Context: an optimization exercise on an open-source flow, tuned for small area. The choices shown serve that exercise and are no tape-out recipe. The RTL was checked by simulation tests, not by an equivalence proof against the original design. Power and IR drop assume default switching activity.

### design/flow/config.mk
export PLATFORM = sky130hd
export DESIGN_NAME = float_multiply
export DESIGN_NICKNAME = float_multiply
export VERILOG_FILES = /design/flow/design.v
export SDC_FILE = /design/flow/constraint.sdc
export NUM_CORES = 4
export LEC_CHECK = 0
export CAP_MARGIN = 20
export CORE_MARGIN = 2
export CORE_UTILIZATION = 60
export CTS_BUF_LIST = sky130_fd_sc_hd__clkbuf_8
export SLEW_MARGIN = 20
export SYNTH_HIERARCHICAL = 1
### design/flow/constraint.sdc
create_clock -name core_clock -period 10.0 [get_ports {clk}]
set_input_delay 2.0000 -clock core_clock [delete_from_list [all_inputs] [get_ports {clk}]]
set_output_delay 2.0000 -clock core_clock [all_outputs]
set_load 0.01 [all_outputs]
### design/flow/design.v
module fa (a, b, c, s, co);
input a, b, c;
output s, co;
assign s = a ^ b ^ c;
assign co = (a & b) | (a & c) | (b & c);
endmodule
module ha (a, b, s, co);
input a, b;
output s, co;
assign s = a ^ b;
assign co = a & b;
endmodule
module neq64 (a, b, y);
input [63:0] a, b;
output y;
assign y = (a != b);
endmodule
module isz31 (a, y);
input [30:0] a;
output y;
assign y = (a == 31'd0);
endmodule
module brow (one, two, neg, m, pp);
input one, two, neg;
input [22:0] m;
output [24:0] pp;
wire [25:0] e = {neg, {{1'b1, m} ^ {24{neg}}}, neg};
assign pp = ({25{one}} & e[25:1]) | ({25{two}} & e[24:0]);
endmodule
module ao22x23 (a, sa, b, sb, y);
input [22:0] a, b;
input sa, sb;
output [22:0] y;
assign y = (a & {23{sa}}) | (b & {23{sb}});
endmodule
module ao22s (a, sa, b, sb, y);
input a, sa, b, sb;
output y;
assign y = (a & sa) | (b & sb);
endmodule
module float_multiply (clk, reset, IN1, IN2, OUT);
input clk, reset;
input [31:0] IN1, IN2;
output [31:0] OUT;
reg [31:0] X1;
reg [31:0] X2;
reg [2:0]  stage;
reg [28:0] acc;     
reg [0:0]  cf;      
wire changed;
neq64 u_cmp (.a({IN2, IN1}), .b({X2, X1}), .y(changed));
wire st0 = (stage == 3'd0);
wire st7 = (stage == 3'd7);
wire [22:0] fa_m;
ao22x23 u_fam (.a(IN1[22:0]), .sa(st0), .b(X1[22:0]), .sb(~st0), .y(fa_m));
reg [4:0] win;
always @(*) begin
    case (stage)
        3'd0: win = {IN2[1:0], 3'b000};
        3'd1: win = X2[5:1];
        3'd2: win = X2[9:5];
        3'd3: win = X2[13:9];
        3'd4: win = X2[17:13];
        3'd5: win = X2[21:17];
        default: win = {3'b001, X2[22:21]};
    endcase
end
wire one0 = win[0] ^ win[1];
wire two0 = (win[2] & ~win[1] & ~win[0]) | (~win[2] & win[1] & win[0]);
wire neg0 = win[2] & ~(win[1] & win[0]);
wire one1 = win[2] ^ win[3];
wire two1 = (win[4] & ~win[3] & ~win[2]) | (~win[4] & win[3] & win[2]);
wire neg1 = win[4] & ~(win[3] & win[2]);
wire [23:0] m0 = {1'b1, X1[22:0]};
wire [23:0] m1 = {1'b1, fa_m};
wire [24:0] pp0, pp1;
brow u_row0 (.one(one0), .two(two0), .neg(neg0), .m(X1[22:0]), .pp(pp0));
brow u_row1 (.one(one1), .two(two1), .neg(neg1), .m(fa_m), .pp(pp1));
wire [24:0] A = acc[28:4];
wire [0:0] cfg = cf;
wire nA24 = ~A[24];
wire nneg0 = ~neg0;
wire nneg1 = ~neg1;
wire npp1_24 = ~pp1[24];
wire fs0;
wire fc0;
wire fs1;
wire fc1;
wire fs2;
wire fc2;
wire fs3;
wire fc3;
wire fs4;
wire fc4;
wire fs5;
wire fc5;
wire fs6;
wire fc6;
wire fs7;
wire fc7;
wire fs8;
wire fc8;
wire fs9;
wire fc9;
wire fs10;
wire fc10;
wire fs11;
wire fc11;
wire fs12;
wire fc12;
wire fs13;
wire fc13;
wire fs14;
wire fc14;
wire fs15;
wire fc15;
wire fs16;
wire fc16;
wire fs17;
wire fc17;
wire fs18;
wire fc18;
wire fs19;
wire fc19;
wire fs20;
wire fc20;
wire fs21;
wire fc21;
wire fs22;
wire fc22;
wire fs23;
wire fc23;
wire fs24;
wire fc24;
wire fs25;
wire fc25;
wire fs26;
wire fc26;
wire fs27;
wire fc27;
wire hs0;
wire hc0;
wire fs28;
wire fc28;
wire fs29;
wire fc29;
wire hs1;
wire hc1;
wire fs30;
wire fc30;
wire fs31;
wire fc31;
wire hs2;
wire hc2;
wire fs32;
wire fc32;
wire fs33;
wire fc33;
wire hs3;
wire hc3;
wire fs34;
wire fc34;
wire fs35;
wire fc35;
wire fs36;
wire fc36;
wire fs37;
wire fc37;
wire fs38;
wire fc38;
wire fs39;
wire fc39;
wire fs40;
wire fc40;
wire fs41;
wire fc41;
wire fs42;
wire fc42;
wire fs43;
wire fc43;
wire fs44;
wire fc44;
wire fs45;
wire fc45;
wire fs46;
wire fc46;
wire fs47;
wire fc47;
wire fs48;
wire fc48;
wire fs49;
wire fc49;
wire fs50;
wire fc50;
wire fs51;
wire fc51;
fa u_fa0 (.a(A[0]), .b(neg0), .c(pp0[0]), .s(fs0), .co(fc0));
fa u_fa1 (.a(A[1]), .b(pp0[1]), .c(fc0), .s(fs1), .co(fc1));
fa u_fa2 (.a(A[2]), .b(neg1), .c(pp0[2]), .s(fs2), .co(fc2));
fa u_fa3 (.a(pp1[0]), .b(fs2), .c(fc1), .s(fs3), .co(fc3));
fa u_fa4 (.a(A[3]), .b(pp0[3]), .c(pp1[1]), .s(fs4), .co(fc4));
fa u_fa5 (.a(fc2), .b(fs4), .c(fc3), .s(fs5), .co(fc5));
fa u_fa6 (.a(A[4]), .b(pp0[4]), .c(pp1[2]), .s(fs6), .co(fc6));
fa u_fa7 (.a(fc4), .b(fs6), .c(fc5), .s(fs7), .co(fc7));
fa u_fa8 (.a(A[5]), .b(pp0[5]), .c(pp1[3]), .s(fs8), .co(fc8));
fa u_fa9 (.a(fc6), .b(fs8), .c(fc7), .s(fs9), .co(fc9));
fa u_fa10 (.a(A[6]), .b(pp0[6]), .c(pp1[4]), .s(fs10), .co(fc10));
fa u_fa11 (.a(fc8), .b(fs10), .c(fc9), .s(fs11), .co(fc11));
fa u_fa12 (.a(A[7]), .b(pp0[7]), .c(pp1[5]), .s(fs12), .co(fc12));
fa u_fa13 (.a(fc10), .b(fs12), .c(fc11), .s(fs13), .co(fc13));
fa u_fa14 (.a(A[8]), .b(pp0[8]), .c(pp1[6]), .s(fs14), .co(fc14));
fa u_fa15 (.a(fc12), .b(fs14), .c(fc13), .s(fs15), .co(fc15));
fa u_fa16 (.a(A[9]), .b(pp0[9]), .c(pp1[7]), .s(fs16), .co(fc16));
fa u_fa17 (.a(fc14), .b(fs16), .c(fc15), .s(fs17), .co(fc17));
fa u_fa18 (.a(A[10]), .b(pp0[10]), .c(pp1[8]), .s(fs18), .co(fc18));
fa u_fa19 (.a(fc16), .b(fs18), .c(fc17), .s(fs19), .co(fc19));
fa u_fa20 (.a(A[11]), .b(pp0[11]), .c(pp1[9]), .s(fs20), .co(fc20));
fa u_fa21 (.a(fc18), .b(fs20), .c(fc19), .s(fs21), .co(fc21));
fa u_fa22 (.a(A[12]), .b(pp0[12]), .c(pp1[10]), .s(fs22), .co(fc22));
fa u_fa23 (.a(fc20), .b(fs22), .c(fc21), .s(fs23), .co(fc23));
fa u_fa24 (.a(A[13]), .b(pp0[13]), .c(pp1[11]), .s(fs24), .co(fc24));
fa u_fa25 (.a(fc22), .b(fs24), .c(fc23), .s(fs25), .co(fc25));
fa u_fa26 (.a(A[14]), .b(cfg[0]), .c(pp0[14]), .s(fs26), .co(fc26));
fa u_fa27 (.a(pp1[12]), .b(fc24), .c(fs26), .s(fs27), .co(fc27));
ha u_ha0 (.a(fs27), .b(fc25), .s(hs0), .co(hc0));
fa u_fa28 (.a(A[15]), .b(pp0[15]), .c(pp1[13]), .s(fs28), .co(fc28));
fa u_fa29 (.a(fc26), .b(fs28), .c(fc27), .s(fs29), .co(fc29));
ha u_ha1 (.a(fs29), .b(hc0), .s(hs1), .co(hc1));
fa u_fa30 (.a(A[16]), .b(pp0[16]), .c(pp1[14]), .s(fs30), .co(fc30));
fa u_fa31 (.a(fc28), .b(fs30), .c(fc29), .s(fs31), .co(fc31));
ha u_ha2 (.a(fs31), .b(hc1), .s(hs2), .co(hc2));
fa u_fa32 (.a(A[17]), .b(pp0[17]), .c(pp1[15]), .s(fs32), .co(fc32));
fa u_fa33 (.a(fc30), .b(fs32), .c(fc31), .s(fs33), .co(fc33));
ha u_ha3 (.a(fs33), .b(hc2), .s(hs3), .co(hc3));
fa u_fa34 (.a(A[18]), .b(pp0[18]), .c(pp1[16]), .s(fs34), .co(fc34));
fa u_fa35 (.a(fc32), .b(fs34), .c(fc33), .s(fs35), .co(fc35));
fa u_fa36 (.a(A[19]), .b(pp0[19]), .c(pp1[17]), .s(fs36), .co(fc36));
fa u_fa37 (.a(fc34), .b(fs36), .c(fc35), .s(fs37), .co(fc37));
fa u_fa38 (.a(A[20]), .b(pp0[20]), .c(pp1[18]), .s(fs38), .co(fc38));
fa u_fa39 (.a(fc36), .b(fs38), .c(fc37), .s(fs39), .co(fc39));
fa u_fa40 (.a(A[21]), .b(pp0[21]), .c(pp1[19]), .s(fs40), .co(fc40));
fa u_fa41 (.a(fc38), .b(fs40), .c(fc39), .s(fs41), .co(fc41));
fa u_fa42 (.a(A[22]), .b(pp0[22]), .c(pp1[20]), .s(fs42), .co(fc42));
fa u_fa43 (.a(fc40), .b(fs42), .c(fc41), .s(fs43), .co(fc43));
fa u_fa44 (.a(A[23]), .b(pp0[23]), .c(pp1[21]), .s(fs44), .co(fc44));
fa u_fa45 (.a(fc42), .b(fs44), .c(fc43), .s(fs45), .co(fc45));
fa u_fa46 (.a(A[24]), .b(pp0[24]), .c(pp1[22]), .s(fs46), .co(fc46));
fa u_fa47 (.a(fc44), .b(fs46), .c(fc45), .s(fs47), .co(fc47));
fa u_fa48 (.a(nA24), .b(nneg0), .c(pp1[23]), .s(fs48), .co(fc48));
fa u_fa49 (.a(fc46), .b(fs48), .c(fc47), .s(fs49), .co(fc49));
fa u_fa50 (.a(npp1_24), .b(fc48), .c(fc49), .s(fs50), .co(fc50));
fa u_fa51 (.a(nneg1), .b(pp1[24]), .c(fc50), .s(fs51), .co(fc51));
wire [28:0] sum = {
    ~(fc51),
    fs51,
    fs50,
    fs49,
    fs47,
    fs45,
    fs43,
    fs41,
    fs39,
    fs37,
    fs35,
    hs3,
    hs2,
    hs1,
    hs0,
    fs25,
    fs23,
    fs21,
    fs19,
    fs17,
    fs15,
    fs13,
    fs11,
    fs9,
    fs7,
    fs5,
    fs3,
    fs1,
    fs0};
wire [0:0] cf_n = {hc3};
wire [40:0] xin = {IN2, IN1[31:23]};
wire [40:0] xold = {X2, X1[31:23]};
wire [29:0] anew = {cf_n, sum};
wire [29:0] aold = {cf, acc};
wire nst0 = ~st0;
wire restart = reset || (st7 && changed);
wire a_new = ~st7 & ~reset;       
wire a_keep = st7 & ~restart;     
wire [40:0] xd;
wire [29:0] ad;
genvar gi;
generate
    for (gi = 0; gi < 41; gi = gi + 1) begin : g_xd
        ao22s u_xd (.a(xin[gi]), .sa(st0), .b(xold[gi]), .sb(nst0), .y(xd[gi]));
    end
    for (gi = 0; gi < 30; gi = gi + 1) begin : g_ad
        ao22s u_ad (.a(anew[gi]), .sa(a_new), .b(aold[gi]), .sb(a_keep), .y(ad[gi]));
    end
endgenerate
always @(posedge clk) begin
    if (restart)
        stage <= 3'd0;
    else if (!st7)
        stage <= stage + 3'd1;
    X1 <= {xd[8:0], fa_m};
    X2 <= xd[40:9];
    acc <= ad[28:0];
    cf <= ad[29:29];
end
wire tc_in18 = 1'b0;
wire tc_out18 = (acc[18] & cf[0]) | ((acc[18] | cf[0]) & tc_in18);
wire p47 = acc[25] ^ (tc_out18 & (&acc[24:19]));
wire np47 = ~p47;
wire [25:0] u;
wire [26:0] uc;
assign u[0] = 1'b0;   
assign uc[1] = acc[0] & np47;
fa u_t1 (.a(acc[1]), .b(p47), .c(uc[1]), .s(u[1]), .co(uc[2]));
assign u[25] = 1'b0;   
assign uc[26:25] = 2'b00;
ha u_t2 (.a(acc[2]), .b(uc[2]), .s(u[2]), .co(uc[3]));
ha u_t3 (.a(acc[3]), .b(uc[3]), .s(u[3]), .co(uc[4]));
ha u_t4 (.a(acc[4]), .b(uc[4]), .s(u[4]), .co(uc[5]));
ha u_t5 (.a(acc[5]), .b(uc[5]), .s(u[5]), .co(uc[6]));
ha u_t6 (.a(acc[6]), .b(uc[6]), .s(u[6]), .co(uc[7]));
ha u_t7 (.a(acc[7]), .b(uc[7]), .s(u[7]), .co(uc[8]));
ha u_t8 (.a(acc[8]), .b(uc[8]), .s(u[8]), .co(uc[9]));
ha u_t9 (.a(acc[9]), .b(uc[9]), .s(u[9]), .co(uc[10]));
ha u_t10 (.a(acc[10]), .b(uc[10]), .s(u[10]), .co(uc[11]));
ha u_t11 (.a(acc[11]), .b(uc[11]), .s(u[11]), .co(uc[12]));
ha u_t12 (.a(acc[12]), .b(uc[12]), .s(u[12]), .co(uc[13]));
ha u_t13 (.a(acc[13]), .b(uc[13]), .s(u[13]), .co(uc[14]));
ha u_t14 (.a(acc[14]), .b(uc[14]), .s(u[14]), .co(uc[15]));
ha u_t15 (.a(acc[15]), .b(uc[15]), .s(u[15]), .co(uc[16]));
ha u_t16 (.a(acc[16]), .b(uc[16]), .s(u[16]), .co(uc[17]));
ha u_t17 (.a(acc[17]), .b(uc[17]), .s(u[17]), .co(uc[18]));
fa u_t18 (.a(acc[18]), .b(cf[0]), .c(uc[18]), .s(u[18]), .co(uc[19]));
ha u_t19 (.a(acc[19]), .b(uc[19]), .s(u[19]), .co(uc[20]));
ha u_t20 (.a(acc[20]), .b(uc[20]), .s(u[20]), .co(uc[21]));
ha u_t21 (.a(acc[21]), .b(uc[21]), .s(u[21]), .co(uc[22]));
ha u_t22 (.a(acc[22]), .b(uc[22]), .s(u[22]), .co(uc[23]));
ha u_t23 (.a(acc[23]), .b(uc[23]), .s(u[23]), .co(uc[24]));
assign u[24] = acc[24] ^ uc[24];
wire g = st7 & ~zero;
wire [22:0] frac_g;
ao22x23 u_frac (.a(u[24:2]), .sa(g & p47), .b(u[23:1]), .sb(g & ~p47), .y(frac_g));
wire [7:0] ex = X1[30:23];
wire [7:0] ey = X2[30:23];
wire [7:0] es;
wire [8:0] ec;
assign ec[0] = p47;
fa u_e0 (.a(ex[0]), .b(ey[0]), .c(ec[0]), .s(es[0]), .co(ec[1]));
fa u_e1 (.a(ex[1]), .b(ey[1]), .c(ec[1]), .s(es[1]), .co(ec[2]));
fa u_e2 (.a(ex[2]), .b(ey[2]), .c(ec[2]), .s(es[2]), .co(ec[3]));
fa u_e3 (.a(ex[3]), .b(ey[3]), .c(ec[3]), .s(es[3]), .co(ec[4]));
fa u_e4 (.a(ex[4]), .b(ey[4]), .c(ec[4]), .s(es[4]), .co(ec[5]));
fa u_e5 (.a(ex[5]), .b(ey[5]), .c(ec[5]), .s(es[5]), .co(ec[6]));
fa u_e6 (.a(ex[6]), .b(ey[6]), .c(ec[6]), .s(es[6]), .co(ec[7]));
fa u_e7 (.a(ex[7]), .b(ey[7]), .c(ec[7]), .s(es[7]), .co(ec[8]));
wire [7:0] ei;
wire [8:0] eic;
assign ei[0] = ~es[0];
assign eic[1] = es[0];
assign eic[0] = 1'b1;
assign eic[8] = 1'b0;
ha u_ei1 (.a(es[1]), .b(eic[1]), .s(ei[1]), .co(eic[2]));
ha u_ei2 (.a(es[2]), .b(eic[2]), .s(ei[2]), .co(eic[3]));
ha u_ei3 (.a(es[3]), .b(eic[3]), .s(ei[3]), .co(eic[4]));
ha u_ei4 (.a(es[4]), .b(eic[4]), .s(ei[4]), .co(eic[5]));
ha u_ei5 (.a(es[5]), .b(eic[5]), .s(ei[5]), .co(eic[6]));
ha u_ei6 (.a(es[6]), .b(eic[6]), .s(ei[6]), .co(eic[7]));
assign ei[7] = es[7] ^ eic[7];
wire [7:0] expo = {~ei[7], ei[6:0]};
wire za, zb;
isz31 u_za (.a(X1[30:0]), .y(za));
isz31 u_zb (.a(X2[30:0]), .y(zb));
wire zero = za | zb;
assign OUT = {g & (X1[31] ^ X2[31]), expo & {8{g}}, frac_g};
endmodule
### design/flow/flow/run.sh
#!/bin/bash
# Standard layout, with the port buffers made from the smallest buffer cell
# and no dummy loads added to the clock tree.
set -euo pipefail
bash standard.sh \
  BUFFER_PORTS_ARGS="-buffer_cell sky130_fd_sc_hd__buf_1" \
  CTS_ARGS="-sink_clustering_enable -repair_clock_nets -buf_list sky130_fd_sc_hd__clkbuf_8 -dont_use_dummy_load" \
  finish > flow.log 2>&1
### design/flow/standard.sh
#!/bin/bash
# synth_recipe.tcl (not shown) runs the flow's synth.tcl, then flattens the netlist and writes it again
# the make line also repeats each setting of config.mk as NAME=value (left out here)
make -C /OpenROAD-flow-scripts/flow DESIGN_CONFIG=/design/flow/config.mk WORK_HOME=/design/flow/orfs CLKGATE_MAP_FILE= SYNTH_SCRIPT=/design/flow/synth_recipe.tcl "${@:-finish}"
==> flow_summary.ini, run 1 <==
[run_status]
outcome = no timing/DRC/antenna violations

[final_layout]
final_common_cell = a22o_1
area_delta_synth_final_pct = 7.45
n_antenna_cell = 0
nNetsFinal = 887
drive_above_1_share_pct = 6.12
nFillCells = 975
finalNonFillerCells = 862
final_cell_mix = a22o_1, dfxtp_1, buf_1, xnor2_1, fa_1

[yosys]
syn_inst = 630
ys.flop_type = dfxtp_1
synth_nets = 796
ys_ff_latch = 97
synth-edff-count = 0
yosysUniqueCellTypes = 46
async_flop_share_pct = 0
synth_area_per_cell_um2 = 11.3
yosysWarnings = 7
ys_seq_area_share_pct = 27.2
synth_area_um2 = 7140

[clocking]
cts_max_level = 3
cts_inserted_buffers = 9
cts_sinks = 97
clk_pin_slew_worst_paths_ns = 0.08
ctsRootBufferMaster = clkbuf_8
cts_tree = built
cts_setup_buffers = 0
cts.path.max_buffers = 2
cts_hold_buf = 0
insertion_delay_ns = 0.37
ctsResizeCount = 0

[placement]
place_congestion = 0.865
dp.cells = 853
portBuffers = 97
dp_hpwl_mm = 14.5
dp_slack_ns = 0.0557

[critical_path]
cp-start-kind = input port
arrival_ns = 9.84
critical_path_class = in -> reg
critical_path_required_ns = 10.26
path_max_fanout = 15
crit_path_end_kind = flop

[grt]
track_usage_pct = 28.9
grt-ovfl-total = 0
grt_pass1_vias = 5496
grt_max_degree = 43
grt_pass1_wl_mm = 28.7
antenna_found_initial = 0

[timing]
finalSetupTns_ns = 0
period_share_pct = 95.7
grt_setup_unrepaired = no
min_period_ns = 9.57
setup_violations = 0
max_freq_mhz = 104
hold_slack_ns = 0.493
slew_violations = 0
timing.final.ws_setup_ns = 0.426
maxSlewHeadroom_pct = 30.1
worst_pin_slew_ns = 1.04
hold_violations = 0
fin_skew_ns = 0.0207

[min_path]
holdCritPathClass = reg -> reg

[die]
fp.dieW_um = 113
start_util_pct = 62.0
num_rows = 39
die-height_um = 113
coreArea_um2 = 11500
ios = 98
fp.dieArea_um2 = 12800

[power]
power_density_nw_per_um2 = 322
vdd_drop_max_v = 0.000113
p_leak_uw = 0.00319

[routing]
ant_nets = 0
num_vias = 5469
wire_per_inst_um = 20.6
initialDrtViolationCount = 297
drc = 0
first_pass_iters = 23
routed_wl_mm = 17.7
viasPerCell = 6.34

[flow_run]
drv_cap = 0
-- critical path: stages --
cell      delay [ns]
buf_1           0.11
a222oi_1        0.22
o21ai_0         0.12
nor2_1          0.32
xor2_1          0.86
a22o_1          0.30
fa_1            0.45
fa_1            0.43
fa_1            0.40
fa_1            0.39
fa_1            0.41
fa_1            0.40
fa_1            0.42
fa_1            0.40
fa_1            0.40
fa_1            0.39
fa_1            0.40
fa_1            0.38
ha_1            0.20
ha_1            0.18
ha_1            0.17
ha_1            0.27
a22o_1          0.22
-- stage by stage --
step	power [µW]	utilization [%]	cell area (µm²)
global placement	2200	65.5	7540
CTS	2480	66.5	7660
global route	2710	66.6	7670
detailed placement	2280	65.5	7540
floorplan	1900	-	7140
finish	2470	66.6	7670
-- power by group --
| group | switching [µW] | internal [µW] |
|---|---|---|
| Combinational | 775 | 823 |
| Sequential | 153 | 508 |
| Clock | 126 | 81.1 |
-- cells by family after synthesis --
group	after synthesis	synth area share, %
compound gates	188	22.7
fa+ha+maj	100	24.1
buf+inv	41	4.30
mux	5	0.824
xor+xnor	115	14.1
simple gates	84	6.77
flops	97	27.2
-- per-module statistics from Yosys (local to each module, per instance), a selection --
| module | cell area, µm² | cells inside | times used | flops+latches |
|---|---|---|---|---|
| isz31 | 71.3 | 11 | 2 | 0 |
| ha | 12.5 | 1 | 31 | 0 |
| ao22s | 8.76 | 1 | 71 | 0 |
| neq64 | 692 | 85 | 1 | 0 |
| fa | 20.0 | 1 | 62 | 0 |
| brow | 507 | 59 | 2 | 0 |
| float_multiply | 2540 | 187 | 1 | 97 |
-- synthesized netlist by cell type (6+ instances only) --
master    number  area share (%)
a22o_1       157              19
a22o_2         6            0.84
and3_1         6            0.53
buf_6         10             1.6
clkbuf_1       9            0.47
dfxtp_1       97              27
fa_1          62              17
ha_1          38             6.7
inv_1          9            0.47
nand2_1        6            0.32
nand4_1       23             2.0
nor2_1        16            0.84
nor4_1        16             1.4
xnor2_1       66             8.1
xor2_1        49             6.0
-- per-layer routing --
| layer | share of wire, % | track usage (%) | wire, µm | up-vias |
|---|---|---|---|---|
| met5 | 0 | 0 | 0 | - |
| met4 | 2.3 | 10.2 | 412 | 0 |
| met3 | 4.7 | 4.18 | 830 | 25 |
| met2 | 50 | 49.7 | 8870 | 168 |
| met1 | 43 | 37.3 | 7630 | 2708 |
| li1 | - | - | - | 2568 |
-- sequential cells by signal, summed over array words and instances, names as in the netlist --
| name | count |
|---|---|
| X1 | 32 |
| X2 | 32 |
| acc | 29 |
| stage | 3 |
| cf | 1 |
-- area by class of cell --
| type | count | area [µm²] | share of cell area, % |
|---|---|---|---|
| flip-flops and latches | 97 | 1940 | 25.3 |
| multi-input cells | 492 | 4920 | 64.1 |
| inverters | 10 | 37.5 | 0.490 |
| repair buffers | 111 | 469 | 6.12 |
| well taps | 143 | 179 | 2.33 |
| clock buffers | 9 | 124 | 1.62 |
-- path summary, 6_finish.rpt --
| check | start | to | slack, ns | cells after the start |
|---|---|---|---|---|
| worst max-delay path | IN2[0] | acc[17] | 0.43 | 23 |
| worst min-delay path | acc[0] | acc[0] | 0.49 | 1 |
| worst max register to register | stage[2] | acc[17] | 0.46 | 28 |
| worst min register to register | acc[0] | acc[0] | 0.49 | 1 |
==> run 2, diff against run 1 <==
--- a/design/flow/config.mk
+++ b/design/flow/config.mk
@@ -9,3 +9,3 @@
 export CORE_MARGIN = 2
-export CORE_UTILIZATION = 60
+export CORE_UTILIZATION = 70
 export CTS_BUF_LIST = sky130_fd_sc_hd__clkbuf_8
==> flow_summary.ini, run 2 <==
[run_status]
outcome = no timing/DRC/antenna violations

[clocking]
cts_inserted_buffers = 9
cts.path.max_buffers = 2
cts_tree = built
ctsRootBufferMaster = clkbuf_8
clk_pin_slew_worst_paths_ns = 0.09
ctsResizeCount = 0
insertion_delay_ns = 0.37
cts_sinks = 97
cts_hold_buf = 0
cts_setup_buffers = 0
cts_max_level = 3

[die]
num_rows = 36
fp.dieArea_um2 = 11000
fp.dieW_um = 105
ios = 98
die-height_um = 105
start_util_pct = 72.7
coreArea_um2 = 9820

[grt]
grt-ovfl-total = 0
grt_pass1_vias = 5547
grt_max_degree = 51
grt_pass1_wl_mm = 28.3
antenna_found_initial = 0
track_usage_pct = 32.9

[routing]
initialDrtViolationCount = 416
routed_wl_mm = 17.6
drc = 0
num_vias = 5543
ant_nets = 0
viasPerCell = 6.51
wire_per_inst_um = 20.7
first_pass_iters = 5

[yosys]
yosysTopAreaCell = dfxtp_1
ys_ff_latch = 97
ys_seq_area_share_pct = 27.2
async_flop_share_pct = 0
yosysWarnings = 7
synth_top_area_share_pct = 27.2
yosysUniqueCellTypes = 46
yosys-top-cells-count = a22o_1, dfxtp_1, xnor2_1
synth_most_common_cell = a22o_1
syn_inst = 630
synth_area_per_cell_um2 = 11.3
synth_area_um2 = 7140
ys.flop_type = dfxtp_1
synthTopCellsByArea = dfxtp_1, a22o_1, fa_1
synth-edff-count = 0
synth_nets = 796

[critical_path]
critical_path_required_ns = 10.27
path_max_fanout = 4
critical_path_class = in -> reg
cp-start-kind = input port
arrival_ns = 10.01
crit_path_end_kind = flop

[final_layout]
final_common_cell = a22o_1
reg_top3 = X1: 32 flops, X2: 32 flops, acc: 29 flops
area_delta_synth_final_pct = 7.28
multi_input_area_um2 = 4920
nNetsFinal = 887
final_cell_mix = a22o_1, dfxtp_1, buf_1, xnor2_1, fa_1
n_antenna_cell = 0
regArea_um2 = 1940
final_util_pct = 78.0
drive_above_1_share_pct = 6.12
nFillCells = 710

[timing]
min_period_ns = 9.73
hold_violations = 0
setup_violations = 0
max_freq_mhz = 103
hold_slack_ns = 0.484
maxSlewHeadroom_pct = 42.5
slew_violations = 0
finalSetupTns_ns = 0
grt_setup_unrepaired = no
period_share_pct = 97.3
worst_pin_slew_ns = 0.845
fin_skew_ns = 0.0165

[power]
vdd_drop_max_v = 0.000139
p_total_uw = 2490
p_leak_uw = 0.00319
power_density_nw_per_um2 = 325

[flow_run]
drv_cap = 0

[min_path]
holdCritPathClass = reg -> reg

[placement]
dp_hpwl_mm = 14.2
place_congestion = 0.895
portBuffers = 97
==> run 2: worst paths after layout <==
path	startpoint	end	slack [ns]	cells past startpoint
worst min-delay path	acc[0]	acc[0]	0.48	1
worst min register to register	acc[0]	acc[0]	0.48	1
worst max-delay path	IN2[0]	acc[27]	0.27	24
worst max register to register	stage[2]	acc[27]	0.35	26
==> run 2: kinds of logic after synthesis <==
kind of cell	share of synthesized area, %
compound gates	22.7
xor+xnor	14.1
fa+ha+maj	24.1
buf+inv	4.30
flops	27.2
mux	0.824
simple gates	6.77
==> run 2: metrics by stage <==
stage | std cells | setup WS, ns | instance area, µm²
floorplan | 630 | 0.448 | 7140
CTS | 852 | 0.406 | 7650
global placement | 843 | 0.218 | 7520
detailed placement | 843 | 0.0277 | 7520
global route | 852 | 0.0949 | 7650
finish | 852 | 0.265 | 7650
==> run 2: Yosys stat by module, one instance, submodules excluded <==
| module | cells | flip-flops and latches | times used | cell area, µm² |
|---|---|---|---|---|
| float_multiply | 187 | 97 | 1 | 2540 |
| neq64 | 85 | 0 | 1 | 692 |
| brow | 59 | 0 | 2 | 507 |
| ao22x23 | 27 | 0 | 2 | 250 |
| isz31 | 11 | 0 | 2 | 71.3 |
| fa | 1 | 0 | 62 | 20.0 |
| ha | 1 | 0 | 31 | 12.5 |
| ao22s | 1 | 0 | 71 | 8.76 |
==> run 2: per-layer routing <==
metal / vias up / routed length, µm / share of wire [%] / GRT usage (%)
met3: 52 / 1020 / 5.8 / 5.43
met4: 0 / 865 / 4.9 / 18.8
met5: - / 0 / 0 / 0
met1: 2707 / 7190 / 41 / 40.4
li1: 2559 / - / - / -
met2: 225 / 8570 / 49 / 55.0
==> run 2: worst max-delay path: stages <==
cell,delay (ns)
buf_1,0.11
a222oi_1,0.22
o21ai_0,0.11
nor2_1,0.41
o21ai_0,0.28
inv_1,0.23
xor2_1,0.13
a22o_1,0.25
fa_1,0.38
fa_1,0.43
fa_1,0.40
fa_1,0.40
fa_1,0.42
fa_1,0.40
fa_1,0.40
fa_1,0.39
fa_1,0.38
fa_1,0.40
fa_1,0.39
fa_1,0.39
fa_1,0.39
fa_1,0.40
fa_1,0.45
a22o_1,0.23
==> run 2: final cells by class <==
cell class	instances	area share [%]
Clock buffer	9	1.62
Inverter	10	0.490
Multi-Input combinational cell	492	64.2
Tap cell	133	2.17
Sequential cell	97	25.4
Timing Repair Buffer	111	6.13
==> run 2: report_power, final <==
part	switching, µW	total (µW)	leakage [µW]	internal, µW
Sequential	154	661	0.000813	508
Combinational	791	1620	0.00231	831
Clock	125	206	0.0000647	81.0
Total	1070	2490	0.00319	1420
==> run 3, diff against run 2 <==
--- a/design/flow/config.mk
+++ b/design/flow/config.mk
@@ -9,3 +9,3 @@
 export CORE_MARGIN = 2
-export CORE_UTILIZATION = 70
+export CORE_UTILIZATION = 50
 export CTS_BUF_LIST = sky130_fd_sc_hd__clkbuf_8
==> flow_summary.ini, run 3 <==
[run_status]
outcome = no timing/DRC/antenna violations

[timing]
fin_skew_ns = 0.0135
timing.final.ws_setup_ns = 0.441
setup_violations = 0
period_share_pct = 95.6
hold_violations = 0
maxSlewHeadroom_pct = 49.1
worst_pin_slew_ns = 0.761
slew_violations = 0
min_period_ns = 9.56
finalSetupTns_ns = 0
grt_setup_unrepaired = no
max_freq_mhz = 105

[clocking]
cts_sinks = 97
clk_pin_slew_worst_paths_ns = 0.10
cts.path.max_buffers = 2
cts_hold_buf = 0
cts_setup_buffers = 0
cts_tree = built
ctsResizeCount = 0
ctsRootBufferMaster = clkbuf_8
cts_inserted_buffers = 9
insertion_delay_ns = 0.37
cts_max_level = 3

[final_layout]
drive_above_1_share_pct = 6.24
nFillCells = 1274
regArea_um2 = 1940
reg_top3 = X1: 32 flops, X2: 32 flops, acc: 29 flops
n_antenna_cell = 0
nNetsFinal = 889
final_cell_mix = a22o_1, dfxtp_1, buf_1, xnor2_1, fa_1
final_area_um2 = 7720
area_delta_synth_final_pct = 8.26
multi_input_area_um2 = 4910
final_common_cell = a22o_1

[yosys]
synth_area_per_cell_um2 = 11.3
synth_most_common_cell = a22o_1
synth-edff-count = 0
yosysTopAreaCell = dfxtp_1
yosysUniqueCellTypes = 46
synth_area_um2 = 7140
yosys-top-cells-count = a22o_1, dfxtp_1, xnor2_1
async_flop_share_pct = 0
synth_nets = 796
ys.flop_type = dfxtp_1
yosysWarnings = 7
ys_ff_latch = 97
synthTopCellsByArea = dfxtp_1, a22o_1, fa_1
syn_inst = 630
ys_seq_area_share_pct = 27.2
synth_top_area_share_pct = 27.2

[placement]
portBuffers = 97
dp_slack_ns = 0.314
place_area_um2 = 7600
dp_hpwl_mm = 14.8
place_congestion = 0.836

[routing]
viasPerCell = 6.01
initialDrtViolationCount = 298
wire_per_inst_um = 20.3
ant_nets = 0
drc = 0
num_vias = 5411
routed_wl_mm = 18.3
first_pass_iters = 4

[critical_path]
r2r-start = stage[2]
arrival_ns = 9.82
crit_start = stage[2]
cp_slowest_stage_delay_ns = 0.73
critPathBufInv = 3
cp_slowest_cell = dfxtp_1
cpMostUsedCell = fa_1
crit_path_end_kind = flop
cp-start-kind = flop
critical_path_required_ns = 10.26
path_max_fanout = 19
critPathTopFamily = adder cells
critical_path_class = reg -> reg

[die]
ios = 98
start_util_pct = 51.2
num_rows = 43
fp.dieArea_um2 = 15200
fp.dieW_um = 123
coreArea_um2 = 13900
die-height_um = 123

[min_path]
holdCritPathClass = reg -> reg
hold_start = acc[0]

[grt]
grt_pass1_vias = 5383
track_usage_pct = 25.8
grt_max_degree = 65
grt_pass1_wl_mm = 29.7
antenna_found_initial = 0
grt-ovfl-total = 0

[power]
p_leak_uw = 0.00320
vdd_drop_max_v = 0.000130
power_density_nw_per_um2 = 320

[flow_run]
drv_cap = 0
[run 3: cell families after synthesis]
| group | synth area share [%] |
|---|---|
| AO/OA/AOI/OAI | 22.7 |
| XOR/XNOR | 14.1 |
| adder cells (fa/ha/maj) | 24.1 |
| flip-flops | 27.2 |
| AND/OR/NAND/NOR | 6.77 |
| buffers and inverters | 4.30 |
| multiplexers | 0.824 |
[run 3: worst reg2reg max path, delay by kind of cell, from the launching register on]
| kind | cells | cell delay [ns] |
|---|---|---|
| DFF | 1 | 0.73 |
| xor gates and xnor gates | 1 | 0.24 |
| muxes | 1 | 0.33 |
| adders and majority gates | 19 | 6.52 |
| AOI/OAI and AO/OA | 3 | 0.79 |
| buffers and inverters | 3 | 0.50 |
| and+or+nand+nor | 1 | 0.33 |
[run 3: final cells by class]
class / count / area share [%]
Clock buffer: 9 / 1.60
Multi-Input combinational cell: 492 / 63.5
Tap cell: 180 / 2.92
Sequential cell: 97 / 25.1
Inverter: 10 / 0.486
Timing Repair Buffer: 113 / 6.32
[run 3: path summary, 6_finish.rpt]
path,end,slack [ns],cells past startpoint
worst max register to register,acc[17],0.44,28
worst min register to register,acc[0],0.48,1
worst max-delay path,acc[17],0.44,28
worst min-delay path,acc[0],0.48,1
[run 3: metal layers]
| layer | part of all wire [%] | GRT usage [%] | vias up |
|---|---|---|---|
| met5 | 0 | 0 | - |
| met4 | 2.3 | 8.59 | 0 |
| met3 | 4.6 | 3.69 | 25 |
| met2 | 49 | 43.3 | 155 |
| met1 | 44 | 34.2 | 2660 |
| li1 | - | - | 2571 |
[run 3: report_power, final]
| part | switching (µW) | internal [µW] | leakage, µW |
|---|---|---|---|
| sequential | 154 | 508 | 0.000813 |
| clock | 131 | 81.2 | 0.0000647 |
| combinational | 773 | 822 | 0.00232 |
[run 3: metrics by stage]
step / total power [µW] / hold slack (ns) / util [%] / std cells
after floorplan: 1900 / 0.434 / - / 630
after global placement: 2240 / 0.453 / 54.5 / 891
after detailed placement: 2270 / 0.458 / 54.5 / 892
after CTS: 2490 / 0.481 / 55.4 / 901
after global routing: 2730 / 0.521 / 55.4 / 901
final: 2470 / 0.483 / 55.4 / 901
[run 3: modules after synthesis, one instance, submodules excluded]
module	flip-flops and latches	times used
ao22s	0	71
ao22x23	0	2
brow	0	2
fa	0	62
float_multiply	97	1
ha	0	31
isz31	0	2
neq64	0	1
==> run 4, diff against run 3 <==
--- a/design/flow/config.mk
+++ b/design/flow/config.mk
@@ -7,3 +7,3 @@
 export LEC_CHECK = 0
-export CAP_MARGIN = 20
+export CAP_MARGIN = 5
 export CORE_MARGIN = 2
@@ -11,3 +11,3 @@
 export CTS_BUF_LIST = sky130_fd_sc_hd__clkbuf_8
-export SLEW_MARGIN = 20
+export SLEW_MARGIN = 5
 export SYNTH_HIERARCHICAL = 1
==> flow_summary.ini, run 4 <==
[critical_path]
cp_slowest_stage_delay_ns = 0.74
critical_path_class = reg -> reg
critical_path_required_ns = 10.27
cp-start-kind = flop
path_max_fanout = 19
rr_worst_depth = 28
arrival_ns = 9.79
cp_slowest_cell = dfxtp_1
crit_path_end_kind = flop
cpMostUsedCell = fa_1

[yosys]
synth_area_per_cell_um2 = 11.3
synth_top_area_share_pct = 27.2
synth_most_common_cell = a22o_1
synth-edff-count = 0
synth_top_family_by_area = adder cells
yosysTopAreaCell = dfxtp_1
ys_seq_area_share_pct = 27.2
ys_ff_latch = 97
synth_compound_area_share_pct = 22.7
synthMuxAreaShare_pct = 0.824
synth_nets = 796
yosys-top-cells-count = a22o_1, dfxtp_1, xnor2_1
ys.flop_type = dfxtp_1
yosysUniqueCellTypes = 46
syn_inst = 630
synthAdderAreaFrac_pct = 24.1
synth_area_um2 = 7140
synthTopCellsByArea = dfxtp_1, a22o_1, fa_1
synthSimpleGateAreaFrac_pct = 6.77
async_flop_share_pct = 0
yosysWarnings = 7
synth_xor_area_share_pct = 14.1

[grt]
grt_max_degree = 65
grt_pass1_vias = 5351
grt-ovfl-total = 0
track_usage_pct = 25.5
grt_pass1_wl_mm = 29.3
antenna_found_initial = 0

[power]
p_total_uw = 2470
vdd_drop_max_v = 0.000115
p_leak_uw = 0.00319
power_density_nw_per_um2 = 320

[final_layout]
drive_above_1_share_pct = 6.25
nFillCells = 1260
area_delta_synth_final_pct = 8.14
finalNonFillerCells = 900
n_antenna_cell = 0
final_common_cell = a22o_1
regArea_um2 = 1940
reg_top3 = X1: 32 flops, X2: 32 flops, acc: 29 flops
nNetsFinal = 888
final_cell_mix = a22o_1, dfxtp_1, buf_1, xnor2_1, fa_1
multi_input_area_um2 = 4910

[die]
die-height_um = 123
ios = 98
fp.dieW_um = 123
start_util_pct = 51.2
num_rows = 43
coreArea_um2 = 13900
fp.dieArea_um2 = 15200

[routing]
first_pass_iters = 4
initialDrtViolationCount = 305
num_vias = 5413
viasPerCell = 6.01
wire_per_inst_um = 20.4
drc = 0
routed_wl_mm = 18.3
ant_nets = 0

[min_path]
hold_path_depth = 1
holdCritPathClass = reg -> reg

[clocking]
cts.path.max_buffers = 2
cts_hold_buf = 0
cts_max_level = 3
clk_pin_slew_worst_paths_ns = 0.10
cts_setup_buffers = 0
cts_inserted_buffers = 9
cts_sinks = 97
cts_tree = built
insertion_delay_ns = 0.39
ctsResizeCount = 0
ctsRootBufferMaster = clkbuf_8

[timing]
setup_violations = 0
min_period_ns = 9.52
hold_violations = 0
worst_pin_slew_ns = 0.830
period_share_pct = 95.2
finalSetupTns_ns = 0
maxSlewHeadroom_pct = 44.6
max_freq_mhz = 105
fin_skew_ns = 0.0220
grt_setup_unrepaired = no
slew_violations = 0

[run_status]
outcome = no timing/DRC/antenna violations

[flow_run]
drv_cap = 0

[placement]
dp_hpwl_mm = 14.8
dp.cells = 891
portBuffers = 97
place_congestion = 0.836
==> run 4: cell counts after synthesis <==
Identical to the previous run, type by type.
==> run 4: report_power, final <==
group | total, µW | switching (µW) | internal (µW)
Sequential | 661 | 153 | 508
Clock | 214 | 133 | 81.1
Combinational | 1590 | 770 | 821
==> run 4: cell type report <==
type                    instances  share of cell area [%]
clock buffers                   9                    1.61
inverters                      10                   0.486
multi-input cells             492                    63.6
flip-flops and latches         97                    25.2
well taps                     180                    2.92
repair buffers                112                    6.18
==> run 4: logic make-up (layout without fill, tap and decap cells) <==
kind of cell | after synthesis | in the layout
AOI/OAI and AO/OA | 188 | 188
xor gates and xnor gates | 115 | 115
adders and majority gates | 100 | 100
buffers and inverters | 41 | 131
DFF | 97 | 97
muxes | 5 | 5
and+or+nand+nor | 84 | 84
==> run 4: stage by stage <==
| step | setup slack (ns) | hold WS (ns) | cell area, µm² | utilization (%) |
|---|---|---|---|---|
| after detailed placement | 0.279 | 0.462 | 7590 | 54.5 |
| after CTS | 0.495 | 0.482 | 7710 | 55.4 |
| after global routing | 0.0884 | 0.522 | 7720 | 55.4 |
| final | 0.477 | 0.485 | 7720 | 55.4 |
| after global placement | 0.387 | 0.453 | 7590 | 54.5 |
| after floorplan | 0.448 | 0.434 | 7140 | - |
==> run 4: routing by layer <==
| metal | wire length (µm) | global-route usage (%) | vias to the layer above |
|---|---|---|---|
| met1 | 8190 | 33.5 | 2670 |
| li1 | - | - | 2577 |
| met3 | 749 | 3.14 | 25 |
| met4 | 480 | 9.52 | 0 |
| met2 | 8920 | 43.0 | 141 |
| met5 | 0 | 0 | - |
==> run 4: path summary, 6_finish.rpt <==
path / start / endpoint / slack, ns
worst min register to register: acc[0] / acc[0] / 0.48
worst max register to register: stage[2] / acc[17] / 0.48
worst min-delay path: acc[0] / acc[0] / 0.48
worst max-delay path: stage[2] / acc[17] / 0.48
==> run 4: worst max-delay path, delay by kind of cell, from the launching register on <==
kind,cells,cell delay [ns]
mux,1,0.33
simple gates,1,0.33
buf+inv,3,0.49
xor+xnor,1,0.23
flops,1,0.74
compound gates,3,0.78
fa+ha+maj,19,6.53
==> run 4: per-module statistics from Yosys (local to each module, per instance), a selection <==
module          cell area [µm²]  cells  times used  flops+latches
ha                         12.5      1          31              0
ao22x23                     250     27           2              0
ao22s                      8.76      1          71              0
brow                        507     59           2              0
neq64                       692     85           1              0
isz31                      71.3     11           2              0
float_multiply             2540    187           1             97
==> run 5, diff against run 4 <==
--- a/design/flow/config.mk
+++ b/design/flow/config.mk
@@ -9,3 +9,3 @@
 export CORE_MARGIN = 2
-export CORE_UTILIZATION = 50
+export CORE_UTILIZATION = 60
 export CTS_BUF_LIST = sky130_fd_sc_hd__clkbuf_8
==> flow_summary.ini, run 5 <==
[critical_path]
critPathBufInv = 1
rr_worst_depth = 28
arrival_ns = 9.84
cpMostUsedCell = fa_1
r2r-start = stage[2]
critical_path_required_ns = 10.26
crit_path_end_kind = flop
critical_path_class = in -> reg
cp-start-kind = input port
crit_start = IN2[0]
cp_slowest_cell = xor2_1
path_cells = buf_1 -> a222oi_1 -> o21ai_0 -> nor2_1 -> xor2_1 -> a22o_1 -> fa_1 -> fa_1 -> fa_1 -> fa_1 -> fa_1 -> fa_1 -> fa_1 -> fa_1 -> fa_1 -> fa_1 -> fa_1 -> fa_1 -> ha_1 -> ha_1 -> ha_1 -> ha_1 -> a22o_1
path_max_fanout = 15
timing.rr.end = acc[17]
r2r_slack_ns = 0.46
cp_num_cells = 23
crit_path_end = acc[17]
cp_slowest_stage_delay_ns = 0.86
critPathTopFamily = adder cells

[timing]
hold_slack_ns = 0.493
fin_skew_ns = 0.0184
grt_setup_unrepaired = no
hold_violations = 0
min_period_ns = 9.58
period_share_pct = 95.8
worst_pin_slew_ns = 1.17
maxSlewHeadroom_pct = 22.2
timing.final.ws_setup_ns = 0.421
setup_violations = 0
slew_violations = 0
max_freq_mhz = 104
finalSetupTns_ns = 0

[placement]
portBuffers = 97
place_congestion = 0.865
dp_slack_ns = 0.0557
dp_hpwl_mm = 14.5

[grt]
track_usage_pct = 28.9
grt-ovfl-total = 0
grt_pass1_wl_mm = 28.7
grt_max_degree = 43
grt_pass1_vias = 5496
antenna_found_initial = 0

[yosys]
yosysTopAreaCell = dfxtp_1
yosys-top-cells-count = a22o_1, dfxtp_1, xnor2_1
ys.flop_type = dfxtp_1
synthTopCellsByArea = dfxtp_1, a22o_1, fa_1
synth_top_area_share_pct = 27.2
yosysUniqueCellTypes = 46
yosysWarnings = 7
synth-edff-count = 0
ys_ff_latch = 97
synth_area_um2 = 7140
syn_inst = 630
ys_seq_area_share_pct = 27.2
synth_area_per_cell_um2 = 11.3
async_flop_share_pct = 0
synth_nets = 796
synth_most_common_cell = a22o_1

[power]
vdd_drop_max_v = 0.000112
power_density_nw_per_um2 = 322
p_leak_uw = 0.00319

[flow_run]
drv_cap = 0

[final_layout]
reg_top3 = X1: 32 flops, X2: 32 flops, acc: 29 flops
final_cell_mix = a22o_1, dfxtp_1, buf_1, xnor2_1, fa_1
nNetsFinal = 887
nFillCells = 975
n_antenna_cell = 0
drive_above_1_share_pct = 6.12
final_common_cell = a22o_1
area_delta_synth_final_pct = 7.38

[die]
coreArea_um2 = 11500
ios = 98
fp.dieW_um = 113
fp.dieArea_um2 = 12800
die-height_um = 113
start_util_pct = 62.0
num_rows = 39

[routing]
num_vias = 5467
drc = 0
routed_wl_mm = 17.7
first_pass_iters = 16
ant_nets = 0
initialDrtViolationCount = 297
wire_per_inst_um = 20.5
viasPerCell = 6.34

[clocking]
cts.path.max_buffers = 2
cts_sinks = 97
cts_hold_buf = 0
cts_max_level = 3
cts_setup_buffers = 0
cts_tree = built
clk_pin_slew_worst_paths_ns = 0.08
ctsResizeCount = 0
insertion_delay_ns = 0.37
ctsRootBufferMaster = clkbuf_8
cts_inserted_buffers = 9

[run_status]
outcome = no timing/DRC/antenna violations

[min_path]
holdCritPathClass = reg -> reg
-- run 5: how the worst min path moves through the flow --
stage | to | slack, ns | depth (start not counted) | start
6_report | acc[0] | 0.49 | 1 | acc[0]
4_1_cts | acc[0] | 0.49 | 1 | acc[0]
5_1_grt | acc[2] | 0.52 | 1 | acc[2]
2_1_floorplan | acc[0] | 0.43 | 1 | acc[0]
3_3_place_gp | acc[0] | 0.46 | 1 | acc[0]
3_5_place_dp | acc[0] | 0.47 | 1 | acc[0]
-- run 5: Yosys stat by module (local to each module, per instance), excerpt --
module          times used  area (µm²)  cells inside
neq64                    1         692            85
ha                      31        12.5             1
isz31                    2        71.3            11
float_multiply           1        2540           187
ao22s                   71        8.76             1
fa                      62        20.0             1
ao22x23                  2         250            27
-- run 5: metal layers --
| metal | part of all wire, % | global-route usage, % | wire [µm] | up-vias |
|---|---|---|---|---|
| met3 | 4.8 | 4.18 | 856 | 26 |
| met1 | 43 | 37.3 | 7590 | 2701 |
| met5 | 0 | 0 | 0 | - |
| met4 | 2.3 | 10.2 | 412 | 0 |
| met2 | 50 | 49.7 | 8840 | 175 |
| li1 | - | - | - | 2565 |
-- run 5: cell families after synthesis --
group,after synthesis,share of synthesized area (%)
AO/OA/AOI/OAI,188,22.7
XOR/XNOR,115,14.1
adder cells (fa/ha/maj),100,24.1
flip-flops,97,27.2
AND/OR/NAND/NOR,84,6.77
buffers and inverters,41,4.30
multiplexers,5,0.824
-- run 5: layout make-up --
type	count	area, µm²	share of cell area (%)
Clock buffer	9	124	1.62
Inverter	10	37.5	0.490
Multi-Input combinational cell	492	4910	64.1
Sequential cell	97	1940	25.3
Tap cell	143	179	2.34
Timing Repair Buffer	111	469	6.12
-- run 5: stage by stage --
step                      total power [µW]  area [µm²]  utilization (%)  cells
after global routing                  2710        7660             66.5    862
after floorplan                       1900        7140                -    630
final                                 2460        7660             66.5    862
after global placement                2200        7540             65.5    853
after detailed placement              2280        7540             65.5    853
after CTS                             2480        7660             66.5    862
-- run 5: power breakdown --
| group | switching (µW) | internal (µW) | leakage (µW) | total, µW |
|---|---|---|---|---|
| Clock | 126 | 81.0 | 0.0000647 | 207 |
| Sequential | 152 | 508 | 0.000813 | 660 |
| Combinational | 775 | 823 | 0.00231 | 1600 |
==> run 6, diff against run 5 <==
==> design/flow/flow/run.sh (replaced) <==
#!/bin/bash
set -euo pipefail
bash standard.sh \
  BUFFER_PORTS_ARGS="-buffer_cell sky130_fd_sc_hd__buf_1" \
  CTS_ARGS="-sink_clustering_enable -repair_clock_nets -buf_list sky130_fd_sc_hd__clkbuf_16 -sink_clustering_size 35 -sink_buffer_max_cap_derate 1.0 -dont_use_dummy_load" \
  finish > flow.log 2>&1
--- a/design/flow/config.mk
+++ b/design/flow/config.mk
@@ -7,7 +7,7 @@
 export LEC_CHECK = 0
-export CAP_MARGIN = 5
+export CAP_MARGIN = 20
 export CORE_MARGIN = 2
-export CORE_UTILIZATION = 60
+export CORE_UTILIZATION = 50
 export CTS_BUF_LIST = sky130_fd_sc_hd__clkbuf_8
-export SLEW_MARGIN = 5
+export SLEW_MARGIN = 20
 export SYNTH_HIERARCHICAL = 1
==> flow_summary.ini, run 6 <==
[run_status]
outcome = no timing/DRC/antenna violations

[yosys]
synthTopCellsByArea = dfxtp_1, a22o_1, fa_1
yosysUniqueCellTypes = 46
synth_nets = 796
ys_seq_area_share_pct = 27.2
yosysWarnings = 7
ys.flop_type = dfxtp_1
synth_top_area_share_pct = 27.2
synth_most_common_cell = a22o_1
syn_inst = 630
yosys-top-cells-count = a22o_1, dfxtp_1, xnor2_1
synth_area_um2 = 7140
synth_area_per_cell_um2 = 11.3
yosysTopAreaCell = dfxtp_1
async_flop_share_pct = 0
ys_ff_latch = 97
synth-edff-count = 0

[power]
vdd_drop_max_v = 0.000130
p_total_uw = 2560
power_density_nw_per_um2 = 327
p_leak_uw = 0.00325

[timing]
maxSlewHeadroom_pct = 49.1
period_share_pct = 95.9
max_freq_mhz = 104
setup_violations = 0
finalSetupTns_ns = 0
slew_violations = 0
grt_setup_unrepaired = no
fin_skew_ns = 0.00949
hold_violations = 0
min_period_ns = 9.59
hold_slack_ns = 0.477
worst_pin_slew_ns = 0.761

[clocking]
cts_tree = built
ctsResizeCount = 0
clk_pin_slew_worst_paths_ns = 0.07
cts_setup_buffers = 0
cts_sinks = 97
cts_max_level = 3
cts.path.max_buffers = 2
ctsRootBufferMaster = clkbuf_16
cts_inserted_buffers = 9
cts_hold_buf = 0
insertion_delay_ns = 0.35

[final_layout]
final_area_um2 = 7830
n_antenna_cell = 0
final_util_pct = 56.2
nNetsFinal = 889
drive_above_1_share_pct = 6.24
final_cell_mix = a22o_1, dfxtp_1, buf_1, xnor2_1, fa_1
final_common_cell = a22o_1
reg_top3 = X1: 32 flops, X2: 32 flops, acc: 29 flops
area_delta_synth_final_pct = 9.68

[critical_path]
critPathBufInv = 3
critPathTopFamily = adder cells
r2r_slack_ns = 0.41
timing.rr.end = acc[17]
critical_path_class = reg -> reg
critical_path_required_ns = 10.24
rr_worst_depth = 28
cp-start-kind = flop
r2r-start = stage[2]
path_max_fanout = 19
cp_slowest_stage_delay_ns = 0.73
arrival_ns = 9.83
cp_slowest_cell = dfxtp_1
crit_path_end_kind = flop
cpMostUsedCell = fa_1

[routing]
viasPerCell = 6.03
first_pass_iters = 4
routed_wl_mm = 18.4
wire_per_inst_um = 20.4
ant_nets = 0
initialDrtViolationCount = 304
drc = 0
num_vias = 5429

[grt]
grt_pass1_vias = 5405
antenna_found_initial = 0
track_usage_pct = 25.9
grt_pass1_wl_mm = 29.7
grt-ovfl-total = 0
grt_max_degree = 65

[die]
coreArea_um2 = 13900
ios = 98
fp.dieW_um = 123
die-height_um = 123
num_rows = 43
fp.dieArea_um2 = 15200
start_util_pct = 51.2

[placement]
dp_hpwl_mm = 14.8
place_area_um2 = 7600
portBuffers = 97
place_congestion = 0.836

[min_path]
min_to = acc[0]
holdCritPathClass = reg -> reg
hold_start = acc[0]
hold_path_depth = 1

[flow_run]
drv_cap = 0
-- run 6: worst reg2reg max path, delay by kind of cell, from the launching register on --
family	cells	cell delay, ns
multiplexers	1	0.33
buffers and inverters	3	0.50
AND/OR/NAND/NOR	1	0.34
AO/OA/AOI/OAI	3	0.78
adder cells (fa/ha/maj)	19	6.56
flip-flops	1	0.73
XOR/XNOR	1	0.24
-- run 6: cells by family after synthesis --
family / after synthesis / share of synthesized area, %
mux: 5 / 0.824
simple gates: 84 / 6.77
flops: 97 / 27.2
buf+inv: 41 / 4.30
xor+xnor: 115 / 14.1
compound gates: 188 / 22.7
fa+ha+maj: 100 / 24.1
-- run 6: how the worst max path moves through the flow --
stage / from / to / slack, ns / cells past startpoint
floorplan: stage[0] / acc[27] / 0.45 / 25
global placement: IN2[0] / acc[27] / 0.39 / 24
detailed placement: IN2[1] / acc[27] / 0.31 / 23
CTS: stage[2] / acc[17] / 0.45 / 28
global route: stage[2] / acc[17] / 0.03 / 28
finish: stage[2] / acc[17] / 0.41 / 28
-- run 6: Yosys stat by module, one instance, submodules excluded --
| module | cells | copies in the design | flip-flops and latches | cell area, µm² |
|---|---|---|---|---|
| ha | 1 | 31 | 0 | 12.5 |
| float_multiply | 187 | 1 | 97 | 2540 |
| isz31 | 11 | 2 | 0 | 71.3 |
| brow | 59 | 2 | 0 | 507 |
| neq64 | 85 | 1 | 0 | 692 |
| ao22s | 1 | 71 | 0 | 8.76 |
| ao22x23 | 27 | 2 | 0 | 250 |
| fa | 1 | 62 | 0 | 20.0 |
-- run 6: cell type report --
| cell class | instances | area, µm² |
|---|---|---|
| clock buffer | 9 | 225 |
| fill | 1255 | 6110 |
| inverter | 10 | 37.5 |
| multi-input combinational | 492 | 4910 |
| sequential | 97 | 1940 |
| tap | 180 | 225 |
| timing repair buffer | 113 | 488 |
-- run 6: report_power, final --
part           leakage (µW)  internal [µW]  total, µW  switching (µW)
Combinational       0.00232            824       1600             775
Clock              0.000111            159        300             141
Sequential         0.000813            509        662             154
Total               0.00325           1490       2560            1070
-- run 6: per-layer routing --
| layer | track usage (%) | vias to the layer above | part of all wire (%) | routed length, µm |
|---|---|---|---|---|
| li1 | - | 2571 | - | - |
| met3 | 4.01 | 28 | 4.8 | 891 |
| met1 | 34.0 | 2659 | 43 | 7980 |
| met4 | 9.66 | 0 | 2.6 | 474 |
| met5 | 0 | - | 0 | 0 |
| met2 | 43.2 | 171 | 49 | 9030 |
-- run 6: metrics by stage --
step,worst slack [ns],cells
after global placement,0.387,891
after global routing,0.0300,901
final,0.411,901
after floorplan,0.448,630
after CTS,0.449,901
after detailed placement,0.314,892
==> run 7, diff against run 6 <==
--- a/design/flow/design.v
+++ b/design/flow/design.v
@@ -22,8 +22,8 @@
 endmodule
-module brow (one, two, neg, m, pp);
-input one, two, neg;
+module brow (one_n, two_n, neg, m, pp);
+input one_n, two_n, neg;     
 input [22:0] m;
 output [24:0] pp;
-wire [25:0] e = {neg, {{1'b1, m} ^ {24{neg}}}, neg};
-assign pp = ({25{one}} & e[25:1]) | ({25{two}} & e[24:0]);
+wire [25:0] en = {~neg, ~({1'b1, m} ^ {24{neg}}), ~neg};
+assign pp = ~(({25{one_n}} | en[25:1]) & ({25{two_n}} | en[24:0]));
 endmodule
@@ -76,4 +76,4 @@
 wire [24:0] pp0, pp1;
-brow u_row0 (.one(one0), .two(two0), .neg(neg0), .m(X1[22:0]), .pp(pp0));
-brow u_row1 (.one(one1), .two(two1), .neg(neg1), .m(fa_m), .pp(pp1));
+brow u_row0 (.one_n(~one0), .two_n(~two0), .neg(neg0), .m(X1[22:0]), .pp(pp0));
+brow u_row1 (.one_n(~one1), .two_n(~two1), .neg(neg1), .m(fa_m), .pp(pp1));
 wire [24:0] A = acc[28:4];
==> design/flow/flow/run.sh (replaced) <==
#!/bin/bash
# Standard layout, with the port buffers made from the smallest buffer cell
# and no dummy loads added to the clock tree.
set -euo pipefail
bash standard.sh \
  BUFFER_PORTS_ARGS="-buffer_cell sky130_fd_sc_hd__buf_1" \
  CTS_ARGS="-sink_clustering_enable -repair_clock_nets -buf_list sky130_fd_sc_hd__clkbuf_8 -dont_use_dummy_load" \
  finish > flow.log 2>&1
--- a/design/flow/config.mk
+++ b/design/flow/config.mk
@@ -7,7 +7,7 @@
 export LEC_CHECK = 0
-export CAP_MARGIN = 20
+export CAP_MARGIN = 0
 export CORE_MARGIN = 2
-export CORE_UTILIZATION = 50
+export CORE_UTILIZATION = 60
 export CTS_BUF_LIST = sky130_fd_sc_hd__clkbuf_8
-export SLEW_MARGIN = 20
+export SLEW_MARGIN = 0
 export SYNTH_HIERARCHICAL = 1
==> flow_summary.ini, run 7 <==
[critical_path]
critical_path_class = in -> reg
rr_worst_depth = 27
timing.rr.end = acc[27]
r2r-start = stage[0]
arrival_ns = 9.87
cp-start-kind = input port
crit_path_end_kind = flop
path_max_fanout = 4
critical_path_required_ns = 10.27
r2r_slack_ns = 0.52

[clocking]
insertion_delay_ns = 0.38
cts.path.max_buffers = 2
clk_pin_slew_worst_paths_ns = 0.08
ctsResizeCount = 0
cts_hold_buf = 0
ctsRootBufferMaster = clkbuf_8
cts_max_level = 3
cts_sinks = 97
cts_setup_buffers = 0
cts_inserted_buffers = 9
cts_tree = built

[grt]
grt_pass1_wl_mm = 29.0
grt_pass1_vias = 5537
grt-ovfl-total = 0
grt_max_degree = 55
track_usage_pct = 29.2
antenna_found_initial = 0

[power]
vdd_drop_max_v = 0.000162
p_leak_uw = 0.00297
p_total_uw = 2440
power_density_nw_per_um2 = 323

[timing]
maxSlewHeadroom_pct = 61.6
fin_skew_ns = 0.0102
hold_slack_ns = 0.479
finalSetupTns_ns = 0
max_freq_mhz = 104
grt_setup_unrepaired = no
slew_violations = 0
hold_violations = 0
setup_violations = 0
worst_pin_slew_ns = 0.576
min_period_ns = 9.60
period_share_pct = 96.0

[routing]
first_pass_iters = 7
num_vias = 5455
wl_met2_mm = 8.41
top_layer_used = met4
initialDrtViolationCount = 294
wire_per_inst_um = 20.0
route.met3.wl_um = 908
viasPerCell = 6.28
routed_wl_mm = 17.4
ant_nets = 0
met1Wirelength_mm = 7.55
drc = 0

[die]
ios = 98
fp.dieW_um = 112
coreArea_um2 = 11400
start_util_pct = 61.5
num_rows = 39
fp.dieArea_um2 = 12600
die-height_um = 112

[run_status]
outcome = no timing/DRC/antenna violations

[final_layout]
area_delta_synth_final_pct = 7.77
final_cell_mix = xnor2_1, a22o_1, dfxtp_1, buf_1, fa_1
drive_above_1_share_pct = 5.79
final_area_um2 = 7570
regArea_um2 = 1940
reg_top3 = X1: 32 flops, X2: 32 flops, acc: 29 flops
n_antenna_cell = 0
multi_input_area_um2 = 4770
finalNonFillerCells = 868
nFillCells = 962
nNetsFinal = 894

[yosys]
ys.flop_type = dfxtp_1
ys_seq_area_share_pct = 27.7
ys_ff_latch = 97
synth-edff-count = 0
synth_nets = 800
yosysUniqueCellTypes = 41
yosysWarnings = 7
synthTopCellsByArea = dfxtp_1, fa_1, a22o_1
synth_area_per_cell_um2 = 11.1
syn_inst = 633
yosysTopAreaCell = dfxtp_1
yosys-top-cells-count = a22o_1, xnor2_1, dfxtp_1
async_flop_share_pct = 0
synth_top_area_share_pct = 27.7
synth_area_um2 = 7020

[placement]
dp_hpwl_mm = 14.1
dp.cells = 859
portBuffers = 97
place_area_um2 = 7440
place_congestion = 0.880

[flow_run]
drv_cap = 0

[min_path]
holdCritPathClass = reg -> reg
hold_path_depth = 1
min_to = acc[0]
hold_start = acc[0]
## run 7: stage by stage
step	setup WS (ns)	util (%)
floorplan	0.318	-
global placement	0.208	65.2
detailed placement	0.0667	65.2
CTS	0.459	66.3
global route	0.0508	66.3
finish	0.402	66.3
## run 7: report_power, final
| group | leakage [µW] | internal [µW] | switching, µW |
|---|---|---|---|
| registers | 0.000813 | 508 | 146 |
| logic | 0.00209 | 803 | 777 |
| clock network | 0.0000647 | 81.0 | 127 |
| total | 0.00297 | 1390 | 1050 |
## run 7: layout make-up
cell class,instances,share of cell area (%)
multi-input cells,489,63.0
flip-flops and latches,97,25.7
repair buffers,114,6.50
well taps,143,2.36
clock buffers,9,1.64
inverters,16,0.794
## run 7: kinds of logic (layout without fill, tap and decap cells)
kind of cell / Yosys count / after routing / synth area share, %
mux: 5 / 5 / 0.731
buf+inv: 47 / 139 / 4.67
flops: 97 / 97 / 27.7
compound gates: 182 / 182 / 20.9
fa+ha+maj: 101 / 101 / 24.6
xor+xnor: 114 / 114 / 14.2
simple gates: 87 / 87 / 7.22
## run 7: critical path, cell delays in order
cell	delay, ns
buf_1	0.11
a222oi_1	0.30
o21ai_0	0.19
ha_1	0.23
or2_2	0.34
inv_1	0.15
xnor2_1	0.17
o22ai_1	0.15
fa_1	0.41
fa_1	0.43
fa_1	0.41
fa_1	0.40
fa_1	0.39
fa_1	0.40
fa_1	0.40
fa_1	0.39
fa_1	0.39
fa_1	0.39
fa_1	0.39
fa_1	0.39
fa_1	0.38
fa_1	0.39
fa_1	0.44
a22o_1	0.23
## run 7: worst max path at each step
stage / start / endpoint / slack (ns) / depth (start not counted)
floorplan: IN2[0] / acc[27] / 0.32 / 25
CTS: IN2[0] / acc[27] / 0.46 / 24
global placement: IN2[0] / acc[27] / 0.21 / 24
global route: IN2[0] / acc[27] / 0.05 / 24
detailed placement: IN2[0] / acc[27] / 0.07 / 24
finish: IN2[0] / acc[27] / 0.40 / 24
## run 7: routing by layer
| metal | global-route usage (%) | up-vias |
|---|---|---|
| met3 | 4.05 | 29 |
| met4 | 11.5 | 0 |
| met2 | 48.3 | 194 |
| met1 | 39.1 | 2669 |
| li1 | - | 2563 |
| met5 | 0 | - |
## run 7: modules after synthesis, one instance, submodules excluded
module          cells inside  flops+latches  copies in the design  area (µm²)
neq64                     85              0                     1         692
float_multiply           192             97                     1        2560
ha                         1              0                    31        12.5
fa                         1              0                    62        20.0
ao22x23                   27              0                     2         250
ao22s                      1              0                    71        8.76
brow                      58              0                     2         439
isz31                     11              0                     2        71.3

[what the ideal ports hide]
The results above use ideal ports. As a check the final layouts listed here were re-extracted and re-timed, cells and wires unchanged. Step 1 sets driving cells, clkbuf_16 on the clock port and buf_2 on the other inputs (assumed; they add their load-dependent delay and slew). Step 2 adds t to the input delays and takes it off the output delays; t is the mean of the earliest and latest rising clock arrival at the registers after step 1. Input paths then give back, and output paths get back, about the clock's delay inside the block. Slacks: ideal / step 1 / step 2; pairs: ideal / step 1.
| run | shift t [ns] | slack for setup (ns) | worst hold slack (ns) | worst slew at a driven data input, ns |
|---|---|---|---|---|
| run 1 | 0.396 | 0.426 / 0.443 / 0.048 | 0.493 / 0.493 / 0.493 | 0.06 |
| run 2 | 0.397 | 0.265 / 0.281 / -0.115 | 0.484 / 0.484 / 0.484 | 0.05 |
| run 3 | 0.406 | 0.441 / 0.441 / 0.253 | 0.483 / 0.483 / 0.483 | 0.06 |
| run 4 | 0.416 | 0.477 / 0.477 / 0.214 | 0.485 / 0.485 / 0.485 | 0.06 |
| run 5 | 0.394 | 0.421 / 0.438 / 0.044 | 0.493 / 0.493 / 0.493 | 0.06 |
| run 6 | 0.389 | 0.411 / 0.411 / 0.210 | 0.477 / 0.477 / 0.477 | 0.06 |
| run 7 | 0.409 | 0.402 / 0.421 / 0.011 | 0.479 / 0.479 / 0.479 | 0.04 |
Met with ideal ports but missed after step 2: setup timing in run 2. The setup slack of run 7, which loses most, moves by +0.019 ns with the drivers and by -0.391 ns with both steps.
